From an optimization exercise on the open Yosys and OpenROAD flow, aimed at small area; shortcuts taken in it are not production practice.
For this run, only the layout was checked, not whether the RTL still works.
Power figures rest on the tool's default switching activity, not on a simulated workload.

`flow/design.v`:
```
module booth_sel
(
	input logic onen, twon, negn, nzn,
	input logic [7:0] w,
	output logic [8:0] p
);
	logic [7:0] tn;
	assign tn = w ^ {8{negn}};
	assign p[0] = ~((onen | tn[0]) & (twon | negn));
	genvar b;
	generate
		for (b = 1; b < 8; b = b + 1) begin : g_b
			assign p[b] = ~((onen | tn[b]) & (twon | tn[b-1]));
		end
	endgenerate
	assign p[8] = nzn | tn[7];
endmodule
module fa
(
	input logic a, b, ci,
	output logic s, co
);
	assign s = a ^ b ^ ci;
	assign co = (a & b) | (a & ci) | (b & ci);
endmodule
module fac
(
	input logic a, b,
	output logic s, co
);
	assign s = ~(a ^ b);
	assign co = a | b;
endmodule
module ha
(
	input logic a, b,
	output logic s, co
);
	assign s = a ^ b;
	assign co = a & b;
endmodule
module booth_enc
(
	input logic [31:0] a,
	output logic [47:0] e
);
	integer k, i;
	logic x2, x1, x0;
	always_comb begin
		for (k = 0; k < 4; k = k + 1) begin
			for (i = 0; i < 4; i = i + 1) begin
				x2 = a[8*k + 2*i + 1];
				x1 = a[8*k + 2*i];
				x0 = (i == 0) ? 1'b0 : a[8*k + 2*i - 1];
				e[4*k + i] = ~(x1 ^ x0);
				e[16 + 4*k + i] = ~((x2 & ~x1 & ~x0) | (~x2 & x1 & x0));
				e[32 + 4*k + i] = ~(x2 & ~(x1 & x0));
			end
		end
	end
endmodule
module negsum
(
	input logic [63:0] a,
	output logic [9:0] n
);
	integer k, i;
	logic x2, x1, x0;
	always_comb begin
		n = 10'd0;
		for (k = 0; k < 8; k = k + 1) begin
			for (i = 0; i < 4; i = i + 1) begin
				x2 = a[8*k + 2*i + 1];
				x1 = a[8*k + 2*i];
				x0 = (i == 0) ? 1'b0 : a[8*k + 2*i - 1];
				n = n + ({9'd0, x2 & ~(x1 & x0)} << (2*i));
			end
		end
	end
endmodule
module dot_lo
(
	input logic [15:0] onen, twon, negn, nzn,
	input logic [31:0] w,
	input logic [19:0] acc0,
	input logic [9:0] n,
	output logic [19:0] sa,
	output logic [12:0] sb,
	output logic sc
);
  wire [8:0] p0_0;
  booth_sel b0_0 (.onen(onen[0]), .twon(twon[0]), .negn(negn[0]), .nzn(nzn[0]), .w(w[0 +: 8]), .p(p0_0));
  wire [8:0] p0_1;
  booth_sel b0_1 (.onen(onen[1]), .twon(twon[1]), .negn(negn[1]), .nzn(nzn[1]), .w(w[0 +: 8]), .p(p0_1));
  wire [8:0] p0_2;
  booth_sel b0_2 (.onen(onen[2]), .twon(twon[2]), .negn(negn[2]), .nzn(nzn[2]), .w(w[0 +: 8]), .p(p0_2));
  wire [8:0] p0_3;
  booth_sel b0_3 (.onen(onen[3]), .twon(twon[3]), .negn(negn[3]), .nzn(nzn[3]), .w(w[0 +: 8]), .p(p0_3));
  wire [8:0] p1_0;
  booth_sel b1_0 (.onen(onen[4]), .twon(twon[4]), .negn(negn[4]), .nzn(nzn[4]), .w(w[8 +: 8]), .p(p1_0));
  wire [8:0] p1_1;
  booth_sel b1_1 (.onen(onen[5]), .twon(twon[5]), .negn(negn[5]), .nzn(nzn[5]), .w(w[8 +: 8]), .p(p1_1));
  wire [8:0] p1_2;
  booth_sel b1_2 (.onen(onen[6]), .twon(twon[6]), .negn(negn[6]), .nzn(nzn[6]), .w(w[8 +: 8]), .p(p1_2));
  wire [8:0] p1_3;
  booth_sel b1_3 (.onen(onen[7]), .twon(twon[7]), .negn(negn[7]), .nzn(nzn[7]), .w(w[8 +: 8]), .p(p1_3));
  wire [8:0] p2_0;
  booth_sel b2_0 (.onen(onen[8]), .twon(twon[8]), .negn(negn[8]), .nzn(nzn[8]), .w(w[16 +: 8]), .p(p2_0));
  wire [8:0] p2_1;
  booth_sel b2_1 (.onen(onen[9]), .twon(twon[9]), .negn(negn[9]), .nzn(nzn[9]), .w(w[16 +: 8]), .p(p2_1));
  wire [8:0] p2_2;
  booth_sel b2_2 (.onen(onen[10]), .twon(twon[10]), .negn(negn[10]), .nzn(nzn[10]), .w(w[16 +: 8]), .p(p2_2));
  wire [8:0] p2_3;
  booth_sel b2_3 (.onen(onen[11]), .twon(twon[11]), .negn(negn[11]), .nzn(nzn[11]), .w(w[16 +: 8]), .p(p2_3));
  wire [8:0] p3_0;
  booth_sel b3_0 (.onen(onen[12]), .twon(twon[12]), .negn(negn[12]), .nzn(nzn[12]), .w(w[24 +: 8]), .p(p3_0));
  wire [8:0] p3_1;
  booth_sel b3_1 (.onen(onen[13]), .twon(twon[13]), .negn(negn[13]), .nzn(nzn[13]), .w(w[24 +: 8]), .p(p3_1));
  wire [8:0] p3_2;
  booth_sel b3_2 (.onen(onen[14]), .twon(twon[14]), .negn(negn[14]), .nzn(nzn[14]), .w(w[24 +: 8]), .p(p3_2));
  wire [8:0] p3_3;
  booth_sel b3_3 (.onen(onen[15]), .twon(twon[15]), .negn(negn[15]), .nzn(nzn[15]), .w(w[24 +: 8]), .p(p3_3));
  wire ks1, kc1;
  fac k1 (.a(acc0[11]), .b(p0_2[7]), .s(ks1), .co(kc1));
  wire ks2, kc2;
  fac k2 (.a(acc0[12]), .b(p0_2[8]), .s(ks2), .co(kc2));
  wire ks3, kc3;
  fac k3 (.a(acc0[14]), .b(p0_3[8]), .s(ks3), .co(kc3));
  wire i16_0 = ~acc0[16];
  wire i18_0 = ~acc0[18];
  wire ks4, kc4;
  fac k4 (.a(acc0[18]), .b(acc0[19]), .s(ks4), .co(kc4));
  wire s1, c1;
  fa f1 (.a(acc0[4]), .b(n[4]), .ci(p0_0[4]), .s(s1), .co(c1));
  wire s2, c2;
  fa f2 (.a(acc0[5]), .b(n[5]), .ci(p0_0[5]), .s(s2), .co(c2));
  wire s3, c3;
  fa f3 (.a(acc0[6]), .b(n[6]), .ci(p0_0[6]), .s(s3), .co(c3));
  wire s4, c4;
  fa f4 (.a(p0_1[4]), .b(p0_2[2]), .ci(p0_3[0]), .s(s4), .co(c4));
  wire s5, c5;
  fa f5 (.a(p1_0[6]), .b(p1_1[4]), .ci(p1_2[2]), .s(s5), .co(c5));
  wire s6, c6;
  fa f6 (.a(acc0[7]), .b(n[7]), .ci(p0_0[7]), .s(s6), .co(c6));
  wire s7, c7;
  fa f7 (.a(p0_1[5]), .b(p0_2[3]), .ci(p0_3[1]), .s(s7), .co(c7));
  wire s8, c8;
  fa f8 (.a(p1_0[7]), .b(p1_1[5]), .ci(p1_2[3]), .s(s8), .co(c8));
  wire s9, c9;
  fa f9 (.a(p1_3[1]), .b(p2_0[7]), .ci(p2_1[5]), .s(s9), .co(c9));
  wire s10, c10;
  fa f10 (.a(acc0[8]), .b(n[8]), .ci(p0_0[8]), .s(s10), .co(c10));
  wire s11, c11;
  fa f11 (.a(p0_1[6]), .b(p0_2[4]), .ci(p0_3[2]), .s(s11), .co(c11));
  wire s12, c12;
  fa f12 (.a(p1_0[8]), .b(p1_1[6]), .ci(p1_2[4]), .s(s12), .co(c12));
  wire s13, c13;
  fa f13 (.a(p1_3[2]), .b(p2_0[8]), .ci(p2_1[6]), .s(s13), .co(c13));
  wire s14, c14;
  fa f14 (.a(p2_2[4]), .b(p2_3[2]), .ci(p3_0[8]), .s(s14), .co(c14));
  wire s15, c15;
  fa f15 (.a(acc0[9]), .b(n[9]), .ci(p0_1[7]), .s(s15), .co(c15));
  wire s16, c16;
  fa f16 (.a(p0_2[5]), .b(p0_3[3]), .ci(p1_1[7]), .s(s16), .co(c16));
  wire s17, c17;
  fa f17 (.a(p1_2[5]), .b(p1_3[3]), .ci(p2_1[7]), .s(s17), .co(c17));
  wire s18, c18;
  fa f18 (.a(acc0[10]), .b(p0_1[8]), .ci(p0_2[6]), .s(s18), .co(c18));
  wire s19, c19;
  fa f19 (.a(p0_3[4]), .b(p1_1[8]), .ci(p1_2[6]), .s(s19), .co(c19));
  wire s20, c20;
  fa f20 (.a(acc0[2]), .b(n[2]), .ci(p0_0[2]), .s(s20), .co(c20));
  wire s21, c21;
  fa f21 (.a(acc0[3]), .b(n[3]), .ci(p0_0[3]), .s(s21), .co(c21));
  wire s22, c22;
  fa f22 (.a(p0_1[2]), .b(p0_2[0]), .ci(p1_0[4]), .s(s22), .co(c22));
  wire s23, c23;
  fa f23 (.a(p1_1[2]), .b(p1_2[0]), .ci(p2_0[4]), .s(s23), .co(c23));
  wire s24, c24;
  fa f24 (.a(p0_1[3]), .b(p0_2[1]), .ci(p1_0[5]), .s(s24), .co(c24));
  wire s25, c25;
  fa f25 (.a(p1_1[3]), .b(p1_2[1]), .ci(p2_0[5]), .s(s25), .co(c25));
  wire s26, c26;
  fa f26 (.a(p2_1[3]), .b(p2_2[1]), .ci(p3_0[5]), .s(s26), .co(c26));
  wire s27, c27;
  fa f27 (.a(p1_3[0]), .b(p2_0[6]), .ci(p2_1[4]), .s(s27), .co(c27));
  wire s28, c28;
  fa f28 (.a(p2_2[2]), .b(p2_3[0]), .ci(p3_0[6]), .s(s28), .co(c28));
  wire s29, c29;
  fa f29 (.a(p3_1[4]), .b(p3_2[2]), .ci(p3_3[0]), .s(s29), .co(c29));
  wire s30, c30;
  fa f30 (.a(c2), .b(s3), .ci(s4), .s(s30), .co(c30));
  wire s31, c31;
  fa f31 (.a(p2_2[3]), .b(p2_3[1]), .ci(p3_0[7]), .s(s31), .co(c31));
  wire s32, c32;
  fa f32 (.a(p3_1[5]), .b(p3_2[3]), .ci(p3_3[1]), .s(s32), .co(c32));
  wire s33, c33;
  fa f33 (.a(c3), .b(c4), .ci(c5), .s(s33), .co(c33));
  wire s34, c34;
  fa f34 (.a(s6), .b(s7), .ci(s8), .s(s34), .co(c34));
  wire s35, c35;
  fa f35 (.a(p3_1[6]), .b(p3_2[4]), .ci(p3_3[2]), .s(s35), .co(c35));
  wire s36, c36;
  fa f36 (.a(c6), .b(c7), .ci(c8), .s(s36), .co(c36));
  wire s37, c37;
  fa f37 (.a(c9), .b(s10), .ci(s11), .s(s37), .co(c37));
  wire s38, c38;
  fa f38 (.a(s12), .b(s13), .ci(s14), .s(s38), .co(c38));
  wire s39, c39;
  fa f39 (.a(p2_2[5]), .b(p2_3[3]), .ci(p3_1[7]), .s(s39), .co(c39));
  wire s40, c40;
  fa f40 (.a(p3_2[5]), .b(p3_3[3]), .ci(c10), .s(s40), .co(c40));
  wire s41, c41;
  fa f41 (.a(c11), .b(c12), .ci(c13), .s(s41), .co(c41));
  wire s42, c42;
  fa f42 (.a(c14), .b(s15), .ci(s16), .s(s42), .co(c42));
  wire s43, c43;
  fa f43 (.a(p1_3[4]), .b(p2_1[8]), .ci(p2_2[6]), .s(s43), .co(c43));
  wire s44, c44;
  fa f44 (.a(p2_3[4]), .b(p3_1[8]), .ci(p3_2[6]), .s(s44), .co(c44));
  wire s45, c45;
  fa f45 (.a(p3_3[4]), .b(c15), .ci(c16), .s(s45), .co(c45));
  wire s46, c46;
  fa f46 (.a(c17), .b(s18), .ci(s19), .s(s46), .co(c46));
  wire s47, c47;
  fa f47 (.a(p0_3[5]), .b(p1_2[7]), .ci(p1_3[5]), .s(s47), .co(c47));
  wire s48, c48;
  fa f48 (.a(p2_2[7]), .b(p2_3[5]), .ci(p3_2[7]), .s(s48), .co(c48));
  wire s49, c49;
  fa f49 (.a(p3_3[5]), .b(ks1), .ci(c18), .s(s49), .co(c49));
  wire s50, c50;
  fa f50 (.a(p0_3[6]), .b(p1_2[8]), .ci(p1_3[6]), .s(s50), .co(c50));
  wire s51, c51;
  fa f51 (.a(p2_2[8]), .b(p2_3[6]), .ci(p3_2[8]), .s(s51), .co(c51));
  wire s52, c52;
  fa f52 (.a(p0_1[0]), .b(p1_0[2]), .ci(p1_1[0]), .s(s52), .co(c52));
  wire s53, c53;
  fa f53 (.a(p0_1[1]), .b(p1_0[3]), .ci(p1_1[1]), .s(s53), .co(c53));
  wire s54, c54;
  fa f54 (.a(p2_0[3]), .b(p2_1[1]), .ci(p3_0[3]), .s(s54), .co(c54));
  wire s55, c55;
  fa f55 (.a(p2_1[2]), .b(p2_2[0]), .ci(p3_0[4]), .s(s55), .co(c55));
  wire s56, c56;
  fa f56 (.a(p3_1[2]), .b(p3_2[0]), .ci(c21), .s(s56), .co(c56));
  wire s57, c57;
  fa f57 (.a(s1), .b(s22), .ci(s23), .s(s57), .co(c57));
  wire s58, c58;
  fa f58 (.a(p3_1[3]), .b(p3_2[1]), .ci(c1), .s(s58), .co(c58));
  wire s59, c59;
  fa f59 (.a(c22), .b(c23), .ci(s2), .s(s59), .co(c59));
  wire s60, c60;
  fa f60 (.a(s24), .b(s25), .ci(s26), .s(s60), .co(c60));
  wire s61, c61;
  fa f61 (.a(c24), .b(c25), .ci(c26), .s(s61), .co(c61));
  wire s62, c62;
  fa f62 (.a(s27), .b(s28), .ci(s29), .s(s62), .co(c62));
  wire hs5, hc5;
  ha h5 (.a(s5), .b(s30), .s(hs5), .co(hc5));
  wire s63, c63;
  fa f63 (.a(c27), .b(c28), .ci(c29), .s(s63), .co(c63));
  wire s64, c64;
  fa f64 (.a(s31), .b(s32), .ci(s9), .s(s64), .co(c64));
  wire s65, c65;
  fa f65 (.a(c30), .b(s33), .ci(s34), .s(s65), .co(c65));
  wire s66, c66;
  fa f66 (.a(c31), .b(c32), .ci(s35), .s(s66), .co(c66));
  wire s67, c67;
  fa f67 (.a(c33), .b(c34), .ci(s36), .s(s67), .co(c67));
  wire hs6, hc6;
  ha h6 (.a(s37), .b(s38), .s(hs6), .co(hc6));
  wire s68, c68;
  fa f68 (.a(c35), .b(s17), .ci(s39), .s(s68), .co(c68));
  wire s69, c69;
  fa f69 (.a(c36), .b(s40), .ci(c37), .s(s69), .co(c69));
  wire s70, c70;
  fa f70 (.a(c38), .b(s41), .ci(s42), .s(s70), .co(c70));
  wire s71, c71;
  fa f71 (.a(c39), .b(s43), .ci(s44), .s(s71), .co(c71));
  wire s72, c72;
  fa f72 (.a(c40), .b(c41), .ci(c42), .s(s72), .co(c72));
  wire hs7, hc7;
  ha h7 (.a(s45), .b(s46), .s(hs7), .co(hc7));
  wire s73, c73;
  fa f73 (.a(c19), .b(c43), .ci(c44), .s(s73), .co(c73));
  wire s74, c74;
  fa f74 (.a(s47), .b(s48), .ci(c45), .s(s74), .co(c74));
  wire hs8, hc8;
  ha h8 (.a(s49), .b(c46), .s(hs8), .co(hc8));
  wire s75, c75;
  fa f75 (.a(p3_3[6]), .b(kc1), .ci(ks2), .s(s75), .co(c75));
  wire s76, c76;
  fa f76 (.a(c47), .b(c48), .ci(s50), .s(s76), .co(c76));
  wire hs9, hc9;
  ha h9 (.a(s51), .b(c49), .s(hs9), .co(hc9));
  wire s77, c77;
  fa f77 (.a(acc0[13]), .b(p0_3[7]), .ci(p1_3[7]), .s(s77), .co(c77));
  wire s78, c78;
  fa f78 (.a(p2_3[7]), .b(p3_3[7]), .ci(kc2), .s(s78), .co(c78));
  wire hs10, hc10;
  ha h10 (.a(c50), .b(c51), .s(hs10), .co(hc10));
  wire s79, c79;
  fa f79 (.a(p1_3[8]), .b(p2_3[8]), .ci(p3_3[8]), .s(s79), .co(c79));
  wire s80, c80;
  fa f80 (.a(acc0[0]), .b(n[0]), .ci(p0_0[0]), .s(s80), .co(c80));
  wire s81, c81;
  fa f81 (.a(acc0[1]), .b(n[1]), .ci(p0_0[1]), .s(s81), .co(c81));
  wire s82, c82;
  fa f82 (.a(p1_0[1]), .b(p2_0[1]), .ci(p3_0[1]), .s(s82), .co(c82));
  wire s83, c83;
  fa f83 (.a(p2_0[2]), .b(p2_1[0]), .ci(p3_0[2]), .s(s83), .co(c83));
  wire s84, c84;
  fa f84 (.a(p3_1[0]), .b(s20), .ci(s52), .s(s84), .co(c84));
  wire s85, c85;
  fa f85 (.a(p3_1[1]), .b(c20), .ci(c52), .s(s85), .co(c85));
  wire s86, c86;
  fa f86 (.a(s21), .b(s53), .ci(s54), .s(s86), .co(c86));
  wire s87, c87;
  fa f87 (.a(c53), .b(c54), .ci(s55), .s(s87), .co(c87));
  wire hs11, hc11;
  ha h11 (.a(s56), .b(s57), .s(hs11), .co(hc11));
  wire s88, c88;
  fa f88 (.a(c55), .b(c56), .ci(s58), .s(s88), .co(c88));
  wire s89, c89;
  fa f89 (.a(c57), .b(s59), .ci(s60), .s(s89), .co(c89));
  wire s90, c90;
  fa f90 (.a(c58), .b(c59), .ci(c60), .s(s90), .co(c90));
  wire s91, c91;
  fa f91 (.a(s61), .b(s62), .ci(hs5), .s(s91), .co(c91));
  wire s92, c92;
  fa f92 (.a(c61), .b(c62), .ci(s63), .s(s92), .co(c92));
  wire s93, c93;
  fa f93 (.a(s64), .b(hc5), .ci(s65), .s(s93), .co(c93));
  wire s94, c94;
  fa f94 (.a(c63), .b(c64), .ci(s66), .s(s94), .co(c94));
  wire s95, c95;
  fa f95 (.a(hs6), .b(c65), .ci(s67), .s(s95), .co(c95));
  wire s96, c96;
  fa f96 (.a(c66), .b(s68), .ci(c67), .s(s96), .co(c96));
  wire s97, c97;
  fa f97 (.a(hc6), .b(s69), .ci(s70), .s(s97), .co(c97));
  wire s98, c98;
  fa f98 (.a(c68), .b(s71), .ci(c69), .s(s98), .co(c98));
  wire s99, c99;
  fa f99 (.a(hs7), .b(c70), .ci(s72), .s(s99), .co(c99));
  wire s100, c100;
  fa f100 (.a(c71), .b(s73), .ci(hs8), .s(s100), .co(c100));
  wire s101, c101;
  fa f101 (.a(s74), .b(c72), .ci(hc7), .s(s101), .co(c101));
  wire s102, c102;
  fa f102 (.a(c73), .b(s75), .ci(s76), .s(s102), .co(c102));
  wire s103, c103;
  fa f103 (.a(hs9), .b(c74), .ci(hc8), .s(s103), .co(c103));
  wire s104, c104;
  fa f104 (.a(s77), .b(c75), .ci(hs10), .s(s104), .co(c104));
  wire s105, c105;
  fa f105 (.a(s78), .b(c76), .ci(hc9), .s(s105), .co(c105));
  wire s106, c106;
  fa f106 (.a(ks3), .b(c77), .ci(s79), .s(s106), .co(c106));
  wire hs12, hc12;
  ha h12 (.a(c78), .b(hc10), .s(hs12), .co(hc12));
  wire s107, c107;
  fa f107 (.a(acc0[15]), .b(kc3), .ci(c79), .s(s107), .co(c107));
  wire s108, c108;
  fa f108 (.a(p1_0[0]), .b(p2_0[0]), .ci(p3_0[0]), .s(s108), .co(c108));
  wire s109, c109;
  fa f109 (.a(c80), .b(s81), .ci(s82), .s(s109), .co(c109));
  wire s110, c110;
  fa f110 (.a(c81), .b(c82), .ci(s83), .s(s110), .co(c110));
  wire s111, c111;
  fa f111 (.a(c83), .b(c84), .ci(s85), .s(s111), .co(c111));
  wire s112, c112;
  fa f112 (.a(c85), .b(c86), .ci(s87), .s(s112), .co(c112));
  wire s113, c113;
  fa f113 (.a(c87), .b(hc11), .ci(s88), .s(s113), .co(c113));
  wire s114, c114;
  fa f114 (.a(c88), .b(s90), .ci(c89), .s(s114), .co(c114));
  wire s115, c115;
  fa f115 (.a(c90), .b(s92), .ci(c91), .s(s115), .co(c115));
  wire s116, c116;
  fa f116 (.a(c92), .b(s94), .ci(c93), .s(s116), .co(c116));
  wire s117, c117;
  fa f117 (.a(c94), .b(s96), .ci(c95), .s(s117), .co(c117));
  wire s118, c118;
  fa f118 (.a(c96), .b(s98), .ci(c97), .s(s118), .co(c118));
  wire s119, c119;
  fa f119 (.a(s100), .b(c98), .ci(c99), .s(s119), .co(c119));
  wire s120, c120;
  fa f120 (.a(s102), .b(c100), .ci(s103), .s(s120), .co(c120));
  wire s121, c121;
  fa f121 (.a(s104), .b(c102), .ci(s105), .s(s121), .co(c121));
  wire s122, c122;
  fa f122 (.a(s106), .b(hs12), .ci(c104), .s(s122), .co(c122));
  wire s123, c123;
  fa f123 (.a(s107), .b(c106), .ci(hc12), .s(s123), .co(c123));
  wire s124, c124;
  fa f124 (.a(c109), .b(s110), .ci(s84), .s(s124), .co(c124));
  wire s125, c125;
  fa f125 (.a(c110), .b(s86), .ci(s111), .s(s125), .co(c125));
  wire s126, c126;
  fa f126 (.a(c111), .b(hs11), .ci(s112), .s(s126), .co(c126));
  wire s127, c127;
  fa f127 (.a(c112), .b(s89), .ci(s113), .s(s127), .co(c127));
  wire s128, c128;
  fa f128 (.a(c113), .b(s91), .ci(s114), .s(s128), .co(c128));
  wire s129, c129;
  fa f129 (.a(c114), .b(s93), .ci(s115), .s(s129), .co(c129));
  wire s130, c130;
  fa f130 (.a(s95), .b(c115), .ci(s116), .s(s130), .co(c130));
  wire s131, c131;
  fa f131 (.a(s97), .b(s117), .ci(c116), .s(s131), .co(c131));
  wire s132, c132;
  fa f132 (.a(s99), .b(c117), .ci(s118), .s(s132), .co(c132));
  wire s133, c133;
  fa f133 (.a(s101), .b(s119), .ci(c118), .s(s133), .co(c133));
  wire s134, c134;
  fa f134 (.a(c101), .b(s120), .ci(c119), .s(s134), .co(c134));
  wire s135, c135;
  fa f135 (.a(c103), .b(s121), .ci(c120), .s(s135), .co(c135));
  wire s136, c136;
  fa f136 (.a(c105), .b(s122), .ci(c121), .s(s136), .co(c136));
  wire hs13, hc13;
  ha h13 (.a(s123), .b(c122), .s(hs13), .co(hc13));
  wire s137, c137;
  fa f137 (.a(i16_0), .b(c107), .ci(c123), .s(s137), .co(c137));
  wire hs14, hc14;
  ha h14 (.a(acc0[16]), .b(acc0[17]), .s(hs14), .co(hc14));
  wire rs15, rc15;
  ha r15 (.a(i18_0), .b(hc14), .s(rs15), .co(rc15));
  wire rs16, rc16;
  ha r16 (.a(ks4), .b(rc15), .s(rs16), .co(rc16));
  wire rs17, rc17;
  ha r17 (.a(s80), .b(s108), .s(rs17), .co(rc17));
  wire s138, c138;
  fa f138 (.a(c108), .b(rc17), .ci(s109), .s(s138), .co(c138));
  wire rs18, rc18;
  ha r18 (.a(c138), .b(s124), .s(rs18), .co(rc18));
  wire s139, c139;
  fa f139 (.a(c124), .b(rc18), .ci(s125), .s(s139), .co(c139));
  wire s140, c140;
  fa f140 (.a(c125), .b(s126), .ci(c139), .s(s140), .co(c140));
  assign sa = {rs16, rs15, c137, hc13, c136, c135, c134, c133, c132, c131, c130, c129, c128, c127, c126, s140, s139, rs18, s138, rs17};
  assign sb = {hs14, s137, hs13, s136, s135, s134, s133, s132, s131, s130, s129, s128, s127};
  assign sc = c140;
endmodule
module dot_hi
(
	input logic [15:0] onen, twon, negn, nzn,
	input logic [31:0] w,
	input logic [19:0] acc0,
	input logic [12:0] acc1,
	input logic [0:0] acc2,
	output logic [19:0] sa,
	output logic [11:0] sb,
	output logic sc
);
  wire [8:0] p0_0;
  booth_sel b0_0 (.onen(onen[0]), .twon(twon[0]), .negn(negn[0]), .nzn(nzn[0]), .w(w[0 +: 8]), .p(p0_0));
  wire [8:0] p0_1;
  booth_sel b0_1 (.onen(onen[1]), .twon(twon[1]), .negn(negn[1]), .nzn(nzn[1]), .w(w[0 +: 8]), .p(p0_1));
  wire [8:0] p0_2;
  booth_sel b0_2 (.onen(onen[2]), .twon(twon[2]), .negn(negn[2]), .nzn(nzn[2]), .w(w[0 +: 8]), .p(p0_2));
  wire [8:0] p0_3;
  booth_sel b0_3 (.onen(onen[3]), .twon(twon[3]), .negn(negn[3]), .nzn(nzn[3]), .w(w[0 +: 8]), .p(p0_3));
  wire [8:0] p1_0;
  booth_sel b1_0 (.onen(onen[4]), .twon(twon[4]), .negn(negn[4]), .nzn(nzn[4]), .w(w[8 +: 8]), .p(p1_0));
  wire [8:0] p1_1;
  booth_sel b1_1 (.onen(onen[5]), .twon(twon[5]), .negn(negn[5]), .nzn(nzn[5]), .w(w[8 +: 8]), .p(p1_1));
  wire [8:0] p1_2;
  booth_sel b1_2 (.onen(onen[6]), .twon(twon[6]), .negn(negn[6]), .nzn(nzn[6]), .w(w[8 +: 8]), .p(p1_2));
  wire [8:0] p1_3;
  booth_sel b1_3 (.onen(onen[7]), .twon(twon[7]), .negn(negn[7]), .nzn(nzn[7]), .w(w[8 +: 8]), .p(p1_3));
  wire [8:0] p2_0;
  booth_sel b2_0 (.onen(onen[8]), .twon(twon[8]), .negn(negn[8]), .nzn(nzn[8]), .w(w[16 +: 8]), .p(p2_0));
  wire [8:0] p2_1;
  booth_sel b2_1 (.onen(onen[9]), .twon(twon[9]), .negn(negn[9]), .nzn(nzn[9]), .w(w[16 +: 8]), .p(p2_1));
  wire [8:0] p2_2;
  booth_sel b2_2 (.onen(onen[10]), .twon(twon[10]), .negn(negn[10]), .nzn(nzn[10]), .w(w[16 +: 8]), .p(p2_2));
  wire [8:0] p2_3;
  booth_sel b2_3 (.onen(onen[11]), .twon(twon[11]), .negn(negn[11]), .nzn(nzn[11]), .w(w[16 +: 8]), .p(p2_3));
  wire [8:0] p3_0;
  booth_sel b3_0 (.onen(onen[12]), .twon(twon[12]), .negn(negn[12]), .nzn(nzn[12]), .w(w[24 +: 8]), .p(p3_0));
  wire [8:0] p3_1;
  booth_sel b3_1 (.onen(onen[13]), .twon(twon[13]), .negn(negn[13]), .nzn(nzn[13]), .w(w[24 +: 8]), .p(p3_1));
  wire [8:0] p3_2;
  booth_sel b3_2 (.onen(onen[14]), .twon(twon[14]), .negn(negn[14]), .nzn(nzn[14]), .w(w[24 +: 8]), .p(p3_2));
  wire [8:0] p3_3;
  booth_sel b3_3 (.onen(onen[15]), .twon(twon[15]), .negn(negn[15]), .nzn(nzn[15]), .w(w[24 +: 8]), .p(p3_3));
  wire s1, c1;
  fa f1 (.a(acc0[5]), .b(acc1[0]), .ci(acc2[0]), .s(s1), .co(c1));
  wire s2, c2;
  fa f2 (.a(acc0[6]), .b(acc1[1]), .ci(p0_0[6]), .s(s2), .co(c2));
  wire s3, c3;
  fa f3 (.a(p0_1[4]), .b(p0_2[2]), .ci(p0_3[0]), .s(s3), .co(c3));
  wire s4, c4;
  fa f4 (.a(p1_0[6]), .b(p1_1[4]), .ci(p1_2[2]), .s(s4), .co(c4));
  wire s5, c5;
  fa f5 (.a(acc0[7]), .b(acc1[2]), .ci(p0_0[7]), .s(s5), .co(c5));
  wire s6, c6;
  fa f6 (.a(p0_1[5]), .b(p0_2[3]), .ci(p0_3[1]), .s(s6), .co(c6));
  wire s7, c7;
  fa f7 (.a(p1_0[7]), .b(p1_1[5]), .ci(p1_2[3]), .s(s7), .co(c7));
  wire s8, c8;
  fa f8 (.a(p1_3[1]), .b(p2_0[7]), .ci(p2_1[5]), .s(s8), .co(c8));
  wire s9, c9;
  fa f9 (.a(acc0[8]), .b(acc1[3]), .ci(p0_0[8]), .s(s9), .co(c9));
  wire s10, c10;
  fa f10 (.a(p0_1[6]), .b(p0_2[4]), .ci(p0_3[2]), .s(s10), .co(c10));
  wire s11, c11;
  fa f11 (.a(p1_0[8]), .b(p1_1[6]), .ci(p1_2[4]), .s(s11), .co(c11));
  wire s12, c12;
  fa f12 (.a(p1_3[2]), .b(p2_0[8]), .ci(p2_1[6]), .s(s12), .co(c12));
  wire s13, c13;
  fa f13 (.a(p2_2[4]), .b(p2_3[2]), .ci(p3_0[8]), .s(s13), .co(c13));
  wire s14, c14;
  fa f14 (.a(acc0[9]), .b(acc1[4]), .ci(p0_1[7]), .s(s14), .co(c14));
  wire s15, c15;
  fa f15 (.a(p0_2[5]), .b(p0_3[3]), .ci(p1_1[7]), .s(s15), .co(c15));
  wire s16, c16;
  fa f16 (.a(p1_2[5]), .b(p1_3[3]), .ci(p2_1[7]), .s(s16), .co(c16));
  wire s17, c17;
  fa f17 (.a(acc0[10]), .b(acc1[5]), .ci(p0_1[8]), .s(s17), .co(c17));
  wire s18, c18;
  fa f18 (.a(p0_2[6]), .b(p0_3[4]), .ci(p1_1[8]), .s(s18), .co(c18));
  wire s19, c19;
  fa f19 (.a(acc0[4]), .b(p0_0[4]), .ci(p0_1[2]), .s(s19), .co(c19));
  wire s20, c20;
  fa f20 (.a(p0_2[0]), .b(p1_0[4]), .ci(p1_1[2]), .s(s20), .co(c20));
  wire s21, c21;
  fa f21 (.a(s1), .b(p0_0[5]), .ci(p0_1[3]), .s(s21), .co(c21));
  wire s22, c22;
  fa f22 (.a(p0_2[1]), .b(p1_0[5]), .ci(p1_1[3]), .s(s22), .co(c22));
  wire s23, c23;
  fa f23 (.a(p1_2[1]), .b(p2_0[5]), .ci(p2_1[3]), .s(s23), .co(c23));
  wire s24, c24;
  fa f24 (.a(c1), .b(p1_3[0]), .ci(p2_0[6]), .s(s24), .co(c24));
  wire s25, c25;
  fa f25 (.a(p2_1[4]), .b(p2_2[2]), .ci(p2_3[0]), .s(s25), .co(c25));
  wire s26, c26;
  fa f26 (.a(p3_0[6]), .b(p3_1[4]), .ci(p3_2[2]), .s(s26), .co(c26));
  wire s27, c27;
  fa f27 (.a(p3_3[0]), .b(s2), .ci(s3), .s(s27), .co(c27));
  wire s28, c28;
  fa f28 (.a(p2_2[3]), .b(p2_3[1]), .ci(p3_0[7]), .s(s28), .co(c28));
  wire s29, c29;
  fa f29 (.a(p3_1[5]), .b(p3_2[3]), .ci(p3_3[1]), .s(s29), .co(c29));
  wire s30, c30;
  fa f30 (.a(c2), .b(c3), .ci(c4), .s(s30), .co(c30));
  wire s31, c31;
  fa f31 (.a(s5), .b(s6), .ci(s7), .s(s31), .co(c31));
  wire s32, c32;
  fa f32 (.a(p3_1[6]), .b(p3_2[4]), .ci(p3_3[2]), .s(s32), .co(c32));
  wire s33, c33;
  fa f33 (.a(c5), .b(c6), .ci(c7), .s(s33), .co(c33));
  wire s34, c34;
  fa f34 (.a(c8), .b(s9), .ci(s10), .s(s34), .co(c34));
  wire s35, c35;
  fa f35 (.a(s11), .b(s12), .ci(s13), .s(s35), .co(c35));
  wire s36, c36;
  fa f36 (.a(p2_2[5]), .b(p2_3[3]), .ci(p3_1[7]), .s(s36), .co(c36));
  wire s37, c37;
  fa f37 (.a(p3_2[5]), .b(p3_3[3]), .ci(c10), .s(s37), .co(c37));
  wire s38, c38;
  fa f38 (.a(c11), .b(c12), .ci(c13), .s(s38), .co(c38));
  wire s39, c39;
  fa f39 (.a(c9), .b(s14), .ci(s15), .s(s39), .co(c39));
  wire s40, c40;
  fa f40 (.a(p1_2[6]), .b(p1_3[4]), .ci(p2_1[8]), .s(s40), .co(c40));
  wire s41, c41;
  fa f41 (.a(p2_2[6]), .b(p2_3[4]), .ci(p3_1[8]), .s(s41), .co(c41));
  wire s42, c42;
  fa f42 (.a(p3_2[6]), .b(p3_3[4]), .ci(c14), .s(s42), .co(c42));
  wire s43, c43;
  fa f43 (.a(c15), .b(c16), .ci(s17), .s(s43), .co(c43));
  wire s44, c44;
  fa f44 (.a(acc0[11]), .b(acc1[6]), .ci(p0_2[7]), .s(s44), .co(c44));
  wire s45, c45;
  fa f45 (.a(p0_3[5]), .b(p1_2[7]), .ci(p1_3[5]), .s(s45), .co(c45));
  wire s46, c46;
  fa f46 (.a(p2_2[7]), .b(p2_3[5]), .ci(p3_2[7]), .s(s46), .co(c46));
  wire s47, c47;
  fa f47 (.a(p3_3[5]), .b(c17), .ci(c18), .s(s47), .co(c47));
  wire s48, c48;
  fa f48 (.a(acc0[12]), .b(acc1[7]), .ci(p0_2[8]), .s(s48), .co(c48));
  wire s49, c49;
  fa f49 (.a(p0_3[6]), .b(p1_2[8]), .ci(p1_3[6]), .s(s49), .co(c49));
  wire s50, c50;
  fa f50 (.a(p2_2[8]), .b(p2_3[6]), .ci(p3_2[8]), .s(s50), .co(c50));
  wire s51, c51;
  fa f51 (.a(acc0[2]), .b(p0_0[2]), .ci(p0_1[0]), .s(s51), .co(c51));
  wire s52, c52;
  fa f52 (.a(p1_0[2]), .b(p1_1[0]), .ci(p2_0[2]), .s(s52), .co(c52));
  wire s53, c53;
  fa f53 (.a(acc0[3]), .b(p0_0[3]), .ci(p0_1[1]), .s(s53), .co(c53));
  wire s54, c54;
  fa f54 (.a(p1_0[3]), .b(p1_1[1]), .ci(p2_0[3]), .s(s54), .co(c54));
  wire s55, c55;
  fa f55 (.a(p2_1[1]), .b(p3_0[3]), .ci(p3_1[1]), .s(s55), .co(c55));
  wire s56, c56;
  fa f56 (.a(p1_2[0]), .b(p2_0[4]), .ci(p2_1[2]), .s(s56), .co(c56));
  wire s57, c57;
  fa f57 (.a(p2_2[0]), .b(p3_0[4]), .ci(p3_1[2]), .s(s57), .co(c57));
  wire s58, c58;
  fa f58 (.a(p3_2[0]), .b(s19), .ci(s20), .s(s58), .co(c58));
  wire s59, c59;
  fa f59 (.a(p2_2[1]), .b(p3_0[5]), .ci(p3_1[3]), .s(s59), .co(c59));
  wire s60, c60;
  fa f60 (.a(p3_2[1]), .b(c19), .ci(c20), .s(s60), .co(c60));
  wire s61, c61;
  fa f61 (.a(s21), .b(s22), .ci(s23), .s(s61), .co(c61));
  wire s62, c62;
  fa f62 (.a(c21), .b(c22), .ci(c23), .s(s62), .co(c62));
  wire s63, c63;
  fa f63 (.a(s24), .b(s25), .ci(s26), .s(s63), .co(c63));
  wire hs1, hc1;
  ha h1 (.a(s4), .b(s27), .s(hs1), .co(hc1));
  wire s64, c64;
  fa f64 (.a(c24), .b(c25), .ci(c26), .s(s64), .co(c64));
  wire s65, c65;
  fa f65 (.a(s28), .b(s29), .ci(s8), .s(s65), .co(c65));
  wire s66, c66;
  fa f66 (.a(c27), .b(s30), .ci(s31), .s(s66), .co(c66));
  wire s67, c67;
  fa f67 (.a(c28), .b(c29), .ci(s32), .s(s67), .co(c67));
  wire s68, c68;
  fa f68 (.a(c30), .b(c31), .ci(s33), .s(s68), .co(c68));
  wire hs2, hc2;
  ha h2 (.a(s34), .b(s35), .s(hs2), .co(hc2));
  wire s69, c69;
  fa f69 (.a(c32), .b(s16), .ci(s36), .s(s69), .co(c69));
  wire s70, c70;
  fa f70 (.a(c33), .b(s37), .ci(c34), .s(s70), .co(c70));
  wire s71, c71;
  fa f71 (.a(c35), .b(s38), .ci(s39), .s(s71), .co(c71));
  wire s72, c72;
  fa f72 (.a(c36), .b(s18), .ci(s40), .s(s72), .co(c72));
  wire s73, c73;
  fa f73 (.a(s41), .b(c37), .ci(c38), .s(s73), .co(c73));
  wire s74, c74;
  fa f74 (.a(s42), .b(c39), .ci(s43), .s(s74), .co(c74));
  wire s75, c75;
  fa f75 (.a(c40), .b(c41), .ci(s44), .s(s75), .co(c75));
  wire s76, c76;
  fa f76 (.a(s45), .b(s46), .ci(c42), .s(s76), .co(c76));
  wire hs3, hc3;
  ha h3 (.a(c43), .b(s47), .s(hs3), .co(hc3));
  wire s77, c77;
  fa f77 (.a(p3_3[6]), .b(c44), .ci(c45), .s(s77), .co(c77));
  wire s78, c78;
  fa f78 (.a(c46), .b(s48), .ci(s49), .s(s78), .co(c78));
  wire hs4, hc4;
  ha h4 (.a(s50), .b(c47), .s(hs4), .co(hc4));
  wire s79, c79;
  fa f79 (.a(acc0[13]), .b(acc1[8]), .ci(p0_3[7]), .s(s79), .co(c79));
  wire s80, c80;
  fa f80 (.a(p1_3[7]), .b(p2_3[7]), .ci(p3_3[7]), .s(s80), .co(c80));
  wire s81, c81;
  fa f81 (.a(c48), .b(c49), .ci(c50), .s(s81), .co(c81));
  wire s82, c82;
  fa f82 (.a(acc0[14]), .b(acc1[9]), .ci(p0_3[8]), .s(s82), .co(c82));
  wire s83, c83;
  fa f83 (.a(p1_3[8]), .b(p2_3[8]), .ci(p3_3[8]), .s(s83), .co(c83));
  wire s84, c84;
  fa f84 (.a(acc0[0]), .b(p0_0[0]), .ci(p1_0[0]), .s(s84), .co(c84));
  wire s85, c85;
  fa f85 (.a(acc0[1]), .b(p0_0[1]), .ci(p1_0[1]), .s(s85), .co(c85));
  wire s86, c86;
  fa f86 (.a(p2_1[0]), .b(p3_0[2]), .ci(p3_1[0]), .s(s86), .co(c86));
  wire s87, c87;
  fa f87 (.a(c51), .b(c52), .ci(s53), .s(s87), .co(c87));
  wire s88, c88;
  fa f88 (.a(c53), .b(c54), .ci(c55), .s(s88), .co(c88));
  wire s89, c89;
  fa f89 (.a(s56), .b(s57), .ci(s58), .s(s89), .co(c89));
  wire s90, c90;
  fa f90 (.a(c56), .b(c57), .ci(s59), .s(s90), .co(c90));
  wire s91, c91;
  fa f91 (.a(c58), .b(s60), .ci(s61), .s(s91), .co(c91));
  wire s92, c92;
  fa f92 (.a(c59), .b(c60), .ci(c61), .s(s92), .co(c92));
  wire s93, c93;
  fa f93 (.a(s62), .b(s63), .ci(hs1), .s(s93), .co(c93));
  wire s94, c94;
  fa f94 (.a(c62), .b(c63), .ci(s64), .s(s94), .co(c94));
  wire s95, c95;
  fa f95 (.a(s65), .b(hc1), .ci(s66), .s(s95), .co(c95));
  wire s96, c96;
  fa f96 (.a(c64), .b(c65), .ci(s67), .s(s96), .co(c96));
  wire s97, c97;
  fa f97 (.a(hs2), .b(c66), .ci(s68), .s(s97), .co(c97));
  wire s98, c98;
  fa f98 (.a(c67), .b(s69), .ci(c68), .s(s98), .co(c98));
  wire s99, c99;
  fa f99 (.a(hc2), .b(s70), .ci(s71), .s(s99), .co(c99));
  wire s100, c100;
  fa f100 (.a(c69), .b(s72), .ci(c70), .s(s100), .co(c100));
  wire s101, c101;
  fa f101 (.a(s73), .b(c71), .ci(s74), .s(s101), .co(c101));
  wire s102, c102;
  fa f102 (.a(c72), .b(s75), .ci(c73), .s(s102), .co(c102));
  wire s103, c103;
  fa f103 (.a(hs3), .b(s76), .ci(c74), .s(s103), .co(c103));
  wire s104, c104;
  fa f104 (.a(c75), .b(s77), .ci(s78), .s(s104), .co(c104));
  wire s105, c105;
  fa f105 (.a(hs4), .b(c76), .ci(hc3), .s(s105), .co(c105));
  wire s106, c106;
  fa f106 (.a(s79), .b(s80), .ci(c77), .s(s106), .co(c106));
  wire s107, c107;
  fa f107 (.a(c78), .b(s81), .ci(hc4), .s(s107), .co(c107));
  wire s108, c108;
  fa f108 (.a(c79), .b(c80), .ci(s82), .s(s108), .co(c108));
  wire hs5, hc5;
  ha h5 (.a(s83), .b(c81), .s(hs5), .co(hc5));
  wire s109, c109;
  fa f109 (.a(acc0[15]), .b(acc1[10]), .ci(c82), .s(s109), .co(c109));
  wire s110, c110;
  fa f110 (.a(p2_0[1]), .b(p3_0[1]), .ci(c84), .s(s110), .co(c110));
  wire s111, c111;
  fa f111 (.a(c85), .b(s51), .ci(s52), .s(s111), .co(c111));
  wire s112, c112;
  fa f112 (.a(c86), .b(s54), .ci(s55), .s(s112), .co(c112));
  wire s113, c113;
  fa f113 (.a(c87), .b(s88), .ci(s89), .s(s113), .co(c113));
  wire s114, c114;
  fa f114 (.a(c88), .b(s90), .ci(c89), .s(s114), .co(c114));
  wire s115, c115;
  fa f115 (.a(c90), .b(s92), .ci(c91), .s(s115), .co(c115));
  wire s116, c116;
  fa f116 (.a(c92), .b(s94), .ci(c93), .s(s116), .co(c116));
  wire s117, c117;
  fa f117 (.a(c94), .b(s96), .ci(c95), .s(s117), .co(c117));
  wire s118, c118;
  fa f118 (.a(c96), .b(s98), .ci(c97), .s(s118), .co(c118));
  wire s119, c119;
  fa f119 (.a(c98), .b(s100), .ci(c99), .s(s119), .co(c119));
  wire s120, c120;
  fa f120 (.a(s102), .b(c100), .ci(s103), .s(s120), .co(c120));
  wire s121, c121;
  fa f121 (.a(s104), .b(c102), .ci(s105), .s(s121), .co(c121));
  wire s122, c122;
  fa f122 (.a(s106), .b(c104), .ci(s107), .s(s122), .co(c122));
  wire s123, c123;
  fa f123 (.a(s108), .b(hs5), .ci(c106), .s(s123), .co(c123));
  wire s124, c124;
  fa f124 (.a(c83), .b(c108), .ci(s109), .s(s124), .co(c124));
  wire s125, c125;
  fa f125 (.a(acc0[16]), .b(acc1[11]), .ci(c109), .s(s125), .co(c125));
  wire s126, c126;
  fa f126 (.a(p2_0[0]), .b(p3_0[0]), .ci(s84), .s(s126), .co(c126));
  wire hs6, hc6;
  ha h6 (.a(s85), .b(s110), .s(hs6), .co(hc6));
  wire s127, c127;
  fa f127 (.a(s86), .b(c110), .ci(s111), .s(s127), .co(c127));
  wire s128, c128;
  fa f128 (.a(c111), .b(s87), .ci(s112), .s(s128), .co(c128));
  wire hs7, hc7;
  ha h7 (.a(c112), .b(s113), .s(hs7), .co(hc7));
  wire s129, c129;
  fa f129 (.a(s91), .b(s114), .ci(c113), .s(s129), .co(c129));
  wire s130, c130;
  fa f130 (.a(s93), .b(c114), .ci(s115), .s(s130), .co(c130));
  wire s131, c131;
  fa f131 (.a(c115), .b(s95), .ci(s116), .s(s131), .co(c131));
  wire s132, c132;
  fa f132 (.a(s97), .b(c116), .ci(s117), .s(s132), .co(c132));
  wire s133, c133;
  fa f133 (.a(s99), .b(s118), .ci(c117), .s(s133), .co(c133));
  wire s134, c134;
  fa f134 (.a(s101), .b(c118), .ci(s119), .s(s134), .co(c134));
  wire s135, c135;
  fa f135 (.a(c101), .b(s120), .ci(c119), .s(s135), .co(c135));
  wire s136, c136;
  fa f136 (.a(c103), .b(s121), .ci(c120), .s(s136), .co(c136));
  wire s137, c137;
  fa f137 (.a(c105), .b(s122), .ci(c121), .s(s137), .co(c137));
  wire s138, c138;
  fa f138 (.a(c107), .b(s123), .ci(c122), .s(s138), .co(c138));
  wire s139, c139;
  fa f139 (.a(hc5), .b(s124), .ci(c123), .s(s139), .co(c139));
  wire hs8, hc8;
  ha h8 (.a(c124), .b(s125), .s(hs8), .co(hc8));
  wire s140, c140;
  fa f140 (.a(acc0[17]), .b(acc1[12]), .ci(c125), .s(s140), .co(c140));
  wire rs9, rc9;
  ha r9 (.a(hc8), .b(s140), .s(rs9), .co(rc9));
  wire s141, c141;
  fa f141 (.a(acc0[18]), .b(c140), .ci(rc9), .s(s141), .co(c141));
  wire rs10, rc10;
  ha r10 (.a(acc0[19]), .b(c141), .s(rs10), .co(rc10));
  wire rs11, rc11;
  ha r11 (.a(c126), .b(hs6), .s(rs11), .co(rc11));
  wire s142, c142;
  fa f142 (.a(hc6), .b(rc11), .ci(s127), .s(s142), .co(c142));
  wire s143, c143;
  fa f143 (.a(c127), .b(s128), .ci(c142), .s(s143), .co(c143));
  wire s144, c144;
  fa f144 (.a(c128), .b(hs7), .ci(c143), .s(s144), .co(c144));
  assign sa = {rs10, s141, rs9, c139, c138, c137, c136, c135, c134, c133, c132, c131, c130, c129, hc7, s144, s143, s142, rs11, s126};
  assign sb = {hs8, s139, s138, s137, s136, s135, s134, s133, s132, s131, s130, s129};
  assign sc = c144;
endmodule
module cpa20
(
	input logic [19:0] a,
	input logic [11:0] b,
	input logic ci,
	output logic [19:0] s
);
  wire [19:0] r, g;
  assign s[4:0] = a[4:0];
  fa f5 (.a(a[5]), .b(b[0]), .ci(ci), .s(r[5]), .co(g[5]));
  fa f6 (.a(a[6]), .b(b[1]), .ci(g[5]), .s(r[6]), .co(g[6]));
  fa f7 (.a(a[7]), .b(b[2]), .ci(g[6]), .s(r[7]), .co(g[7]));
  fa f8 (.a(a[8]), .b(b[3]), .ci(g[7]), .s(r[8]), .co(g[8]));
  fa f9 (.a(a[9]), .b(b[4]), .ci(g[8]), .s(r[9]), .co(g[9]));
  fa f10 (.a(a[10]), .b(b[5]), .ci(g[9]), .s(r[10]), .co(g[10]));
  fa f11 (.a(a[11]), .b(b[6]), .ci(g[10]), .s(r[11]), .co(g[11]));
  assign s[11:5] = r[11:5];
  wire c1 = g[11];
  ha h12 (.a(a[12]), .b(b[7]), .s(r[12]), .co(g[12]));
  fa f13 (.a(a[13]), .b(b[8]), .ci(g[12]), .s(r[13]), .co(g[13]));
  fa f14 (.a(a[14]), .b(b[9]), .ci(g[13]), .s(r[14]), .co(g[14]));
  fa f15 (.a(a[15]), .b(b[10]), .ci(g[14]), .s(r[15]), .co(g[15]));
  fa f16 (.a(a[16]), .b(b[11]), .ci(g[15]), .s(r[16]), .co(g[16]));
  ha h17 (.a(a[17]), .b(g[16]), .s(r[17]), .co(g[17]));
  ha h18 (.a(a[18]), .b(g[17]), .s(r[18]), .co(g[18]));
  wire [7:0] p1;
  assign p1[0] = 1'b1;
  assign p1[1] = p1[0] & r[12];
  assign s[12] = r[12] ^ (c1 & p1[0]);
  assign p1[2] = p1[1] & r[13];
  assign s[13] = r[13] ^ (c1 & p1[1]);
  assign p1[3] = p1[2] & r[14];
  assign s[14] = r[14] ^ (c1 & p1[2]);
  assign p1[4] = p1[3] & r[15];
  assign s[15] = r[15] ^ (c1 & p1[3]);
  assign p1[5] = p1[4] & r[16];
  assign s[16] = r[16] ^ (c1 & p1[4]);
  assign p1[6] = p1[5] & r[17];
  assign s[17] = r[17] ^ (c1 & p1[5]);
  assign p1[7] = p1[6] & r[18];
  assign s[18] = r[18] ^ (c1 & p1[6]);
  wire c2 = g[18] | (c1 & p1[7]);
  assign r[19] = a[19];
  assign g[19] = 1'b0;
  wire [1:0] p2;
  assign p2[0] = 1'b1;
  assign p2[1] = p2[0] & r[19];
  assign s[19] = r[19] ^ (c2 & p2[0]);
endmodule
module multiply_matrix
(
    input clk,
    input load,
	input load_w,
	input [159:0] c,
    input [63:0] a,
	input [63:0] b,
    output logic [159:0] out
);
	logic [63:0] w [0:7];
	logic [63:0] a1;
	logic [31:0] a2;
	logic [47:0] e2, e3;
	logic [9:0] n2;
	logic [159:0] s0a, s1a;
	logic [103:0] s0b;
	logic [95:0] s1b;
	logic [7:0] s0c, s1c;
	logic [159:0] s [2:7];
	logic [47:0] e_lo, e_hi;
	logic [9:0] n1;
	booth_enc enc_lo (.a(a1[31:0]), .e(e_lo));
	booth_enc enc_hi (.a(a2), .e(e_hi));
	negsum ns (.a(a1), .n(n1));
	logic [15:0] nzn2, nzn3;
	assign nzn2 = e2[15:0] & e2[31:16];
	assign nzn3 = e3[15:0] & e3[31:16];
	logic [159:0] t0a, t1a, sum;
	logic [103:0] t0b;
	logic [95:0] t1b;
	logic [7:0] t0c, t1c;
	genvar j;
	generate
		for (j = 0; j < 8; j = j + 1) begin : g_dot
			dot_lo dl (.onen(e2[15:0]), .twon(e2[31:16]), .negn(e2[47:32]), .nzn(nzn2), .w(w[j][31:0]),
				.acc0(c[20*j +: 20]), .n(n2),
				.sa(t0a[20*j +: 20]), .sb(t0b[13*j +: 13]), .sc(t0c[j]));
			dot_hi dh (.onen(e3[15:0]), .twon(e3[31:16]), .negn(e3[47:32]), .nzn(nzn3), .w(w[j][63:32]),
				.acc0(s0a[20*j +: 20]), .acc1(s0b[13*j +: 13]), .acc2(s0c[j]),
				.sa(t1a[20*j +: 20]), .sb(t1b[12*j +: 12]), .sc(t1c[j]));
			cpa20 ad (.a(s1a[20*j +: 20]), .b(s1b[12*j +: 12]), .ci(s1c[j]), .s(sum[20*j +: 20]));
		end
	endgenerate
	integer i;
	always @(posedge clk) begin
		if (load_w) begin
			w[0] <= b;
			for (i = 1; i < 8; i = i + 1)
				w[i] <= w[i-1];
		end
		if (load) begin
			a1 <= a;
			e2 <= e_lo;
			n2 <= n1;
			a2 <= a1[63:32];
			e3 <= e_hi;
			s0a <= t0a;
			s0b <= t0b;
			s0c <= t0c;
			s1a <= t1a;
			s1b <= t1b;
			s1c <= t1c;
			s[2] <= sum;
			for (i = 3; i < 8; i = i + 1)
				s[i] <= s[i-1];
		end
	end
	assign out = s[7];
endmodule
```
`flow/flow/run.sh`:
```
#!/bin/bash
# Layout: the standard flow (standard.sh, unchanged synthesis and steps),
# with the input and output port buffers made of sky130_fd_sc_hd__buf_1 and
# clock tree synthesis without dummy loads and with larger sink clusters.
set -euo pipefail
export BUFFER_PORTS_ARGS="-buffer_cell sky130_fd_sc_hd__buf_1"
export CTS_ARGS="-sink_clustering_enable -repair_clock_nets -dont_use_dummy_load -sink_clustering_size 30 -sink_clustering_max_diameter 90 -buf_list sky130_fd_sc_hd__clkbuf_16"
bash standard.sh > standard_flow.log 2>&1
```
`flow/standard.sh`:
```
#!/bin/bash
# synth_recipe.tcl (not shown) runs the flow's synth.tcl, then flattens the netlist and writes it again
# the make line also repeats each setting of config.mk as NAME=value (left out here)
make -C /OpenROAD-flow-scripts/flow DESIGN_CONFIG=/design/flow/config.mk WORK_HOME=/design/flow/orfs CLKGATE_MAP_FILE= SYNTH_SCRIPT=/design/flow/synth_recipe.tcl "${@:-finish}"
```
`flow/config.mk`:
```
export PLATFORM = sky130hd
export DESIGN_NAME = multiply_matrix
export DESIGN_NICKNAME = multiply_matrix
export VERILOG_FILES = /design/flow/design.v
export SDC_FILE = /design/flow/constraint.sdc
export NUM_CORES = 8
export LEC_CHECK = 0
export CAP_MARGIN = 20
export CORE_MARGIN = 2
export CORE_UTILIZATION = 60
export CTS_BUF_LIST = sky130_fd_sc_hd__clkbuf_8 sky130_fd_sc_hd__clkbuf_16
export CTS_CLUSTER_DIAMETER = 60
export CTS_CLUSTER_SIZE = 20
export PLACE_DENSITY = 0.72
export SLEW_MARGIN = 20
export SYNTH_HIERARCHICAL = 1
```
`flow/constraint.sdc`:
```
create_clock -name core_clock -period 5.0 [get_ports {clk}]
set_input_delay 1.0000 -clock core_clock [delete_from_list [all_inputs] [get_ports {clk}]]
set_output_delay 1.0000 -clock core_clock [all_outputs]
set_load 0.01 [all_outputs]
```
==> impl_results.md <==
* Overflow after GRT at 0
* Clk_skew at 83.49 ps
* CP Class: reg -> reg
* Initial antenna violation count at 40
* Die Ht at 524.2 um
* Endpoint class of the critical path: register
* Worst-Margin Slew at 1199 ps
* Post-Synthesis Cell Area at 162400 um^2
* Gr usage total at 40.52%
* Vias in the first global route at 101300
* Syn Area/Cell at 14.57 um^2
* Minimum clock period at 4865 ps
* First-pass GRT wire length at 769.4 mm
* Ports at 451
* RR Startpoint: e2[32]
* Post-CTS setup buffer count at 0
* Synth-to-layout area growth at 3.373%
* DP Area at 164400 um^2
* Pre-Repair DR Iteration Count at 6
* Critical path arrival at 5440 ps
* CP Launch Point: e2[32]
* Wire length per cell at 38.37 um
* Port-buffer cells at 450
* CP peak stage delay at 940 ps
* Required time of the critical path at 5580 ps
* Initial Util at 60.45%
* Initial DRC Count at 13820
* Post-Syn Nets at 14120
* Slew margin rel. at 20.05%
* Clk latency of the worst-skew pair at 880 ps
* Clk sinks at 2210
* Die area at 274800 um^2
* Largest net degree at the start of global routing at 158
* Critical path peak fanout at 18
* Final Net Count at 13760
* Crit path cell chain: buf_12, buf_4, xor2_1, o22ai_1, fa_1, fa_1, fa_1, fa_1, fa_1, fa_1
* DR vias at 97620
* Unrepaired setup endpoints after global routing: no
* Routed Antenna Nets at 0
* Final Cell Area at 167900 um^2
* H-tree depth at 4
* CP max stage cell: edfxtp_1
* Finished Layout Cells at 14350
* Hold buffer count at CTS at 0
* Placer Congestion at 1.032
* CTS clk-pin slew, worst paths at 100 ps
* HP Start: b[32]
* CTS buffer count at 135
* Fmax at 205.6 MHz
* Critical Path Source Type: register
* Fill count at 19970
* Hold Path Depth at 1
* Overall power at 0.1422 W
* Clk buf depth at 4
* Core area at 268600 um^2
* Post_cts resized at 0
* Leakage at 61.30 nW
* Root buf cell: clkbuf_16
* CP dominant cell by count: fa_1
* Final Hold Viols at 0
* Setup TNS at 0 ps
* Die X at 524.2 um
* Power per cell area at 847.2 nW/um^2
* Max rail drop VDD at 1.240 mV
* R2R depth at 10
* Worst hold-check path type: in -> reg
* Reg2reg setup slack at 140 ps
* Synth Warn # at 13
* Mapped Cells at 11140
* Residual DRC at 0
* Vias per cell at 6.801
* Final Slew Violations at 0
* FP Rows at 190
* Final Setup Violations at 0
* Final wirelength at 550.8 mm
* HPWL Detailed at 417.0 mm
* Number of placed instances, taps included at 14190
* TritonCTS clock tree: yes
* Max_cap viols at 0
* Status: no timing/DRC/antenna violations
* Fin crit share at 97.30%
* Fraction of layout cells with a size suffix above 1 at 5.457%
worst max-delay path, delay by kind of cell, from the launching register on:
| family | cells | cell delay [ps] |
|---|---|---|
| AOI/OAI and AO/OA | 1 | 270 |
| buffers and inverters | 2 | 490 |
| xor gates and xnor gates | 1 | 80 |
| DFF | 1 | 940 |
| adders and majority gates | 6 | 2800 |
flip-flops by register name (all words and copies together) (netlist names):
name  cells
n2       10
s0c       8
s1a     160
e2       48
a1       64
s       960
w       512
s0a     160
s0b     104
s1c       8
a2       32
e3       48
s1b      96
path summary, 6_finish.rpt:
path              end
max           s0a[24]
min          w[0][32]
max reg2reg   s0a[24]
min reg2reg  s[2][83]
per-stage QoR:
step / hold slack, ps / util, % / setup slack, ps
finish: 282.0 / 62.49 / 135.1
global route: 277.1 / 62.47 / 64.05
CTS: 236.2 / 62.46 / 171.1
detailed placement: 404.5 / 61.21 / 159.4
global placement: 400.1 / 61.21 / 258.8
floorplan: 400.3 / - / 760.0
report_power, final:
group	switching [W]	internal [W]
combinational	0.0526	0.0402
sequential	0.00395	0.0347
clock	0.00595	0.00482
total	0.0625	0.0797
metal layers:
metal	wire, um	GRT usage, %	vias up	share of wire [%]
met2	224000	55.26	7518	41
li1	-	-	38160	-
met1	214200	56.87	50540	39
met3	80570	16.59	1378	15
met5	279	0.2599	-	0.051
met4	31730	18.49	26	5.8
layout by cell type, fill, tap and decap left out, types with 36 or more instances in the layout:
cell type	count
a21oi_1	36
buf_1	448
buf_12	164
buf_4	275
clkbuf_16	135
edfxtp_1	2210
fa_1	2377
ha_1	310
inv_1	199
o22ai_1	2048
or2_1	256
xnor2_1	43
xor2_1	2064
layout make-up:
cell class	instances	area, um^2	area share [%]
clock buffers	135	3378	2.012
well taps	3552	4444	2.648
diodes	27	67.56	0.04025
repair buffers	889	7044	4.196
multi-input cells	7342	85820	51.12
inverters	199	747.0	0.4450
flip-flops and latches	2210	66360	39.53

port drivers added, routing unchanged:
The flow's constraints put no driver on any port. The routed layout listed below was extracted and timed again, unchanged, in two steps.
Step 1, drivers: a clkbuf_16 drives clk and a buf_2 each remaining input, both assumed.
Step 2 adds t to the input delays and takes it off the output delays; t is the mean of the earliest and latest rising clock arrival at the registers after step 1. Input paths then give back, and output paths get back, about the clock's delay inside the block.
Slacks: no drivers / after step 1 / after step 2; pairs: no drivers / after step 1.
t (ns): 0.951
setup slack, ns: 0.135 / 0.135 / 0.135
hold WS [ns]: 0.282 / 0.203 / 0.374
worst setup path at the end: register to register
slew at the worst register clock pin (ns): 0.12 / 0.12
After both steps this run still meets setup and hold. For this run, drivers alone change the setup slack by 0.000 ns; drivers and shift together by 0.000 ns.
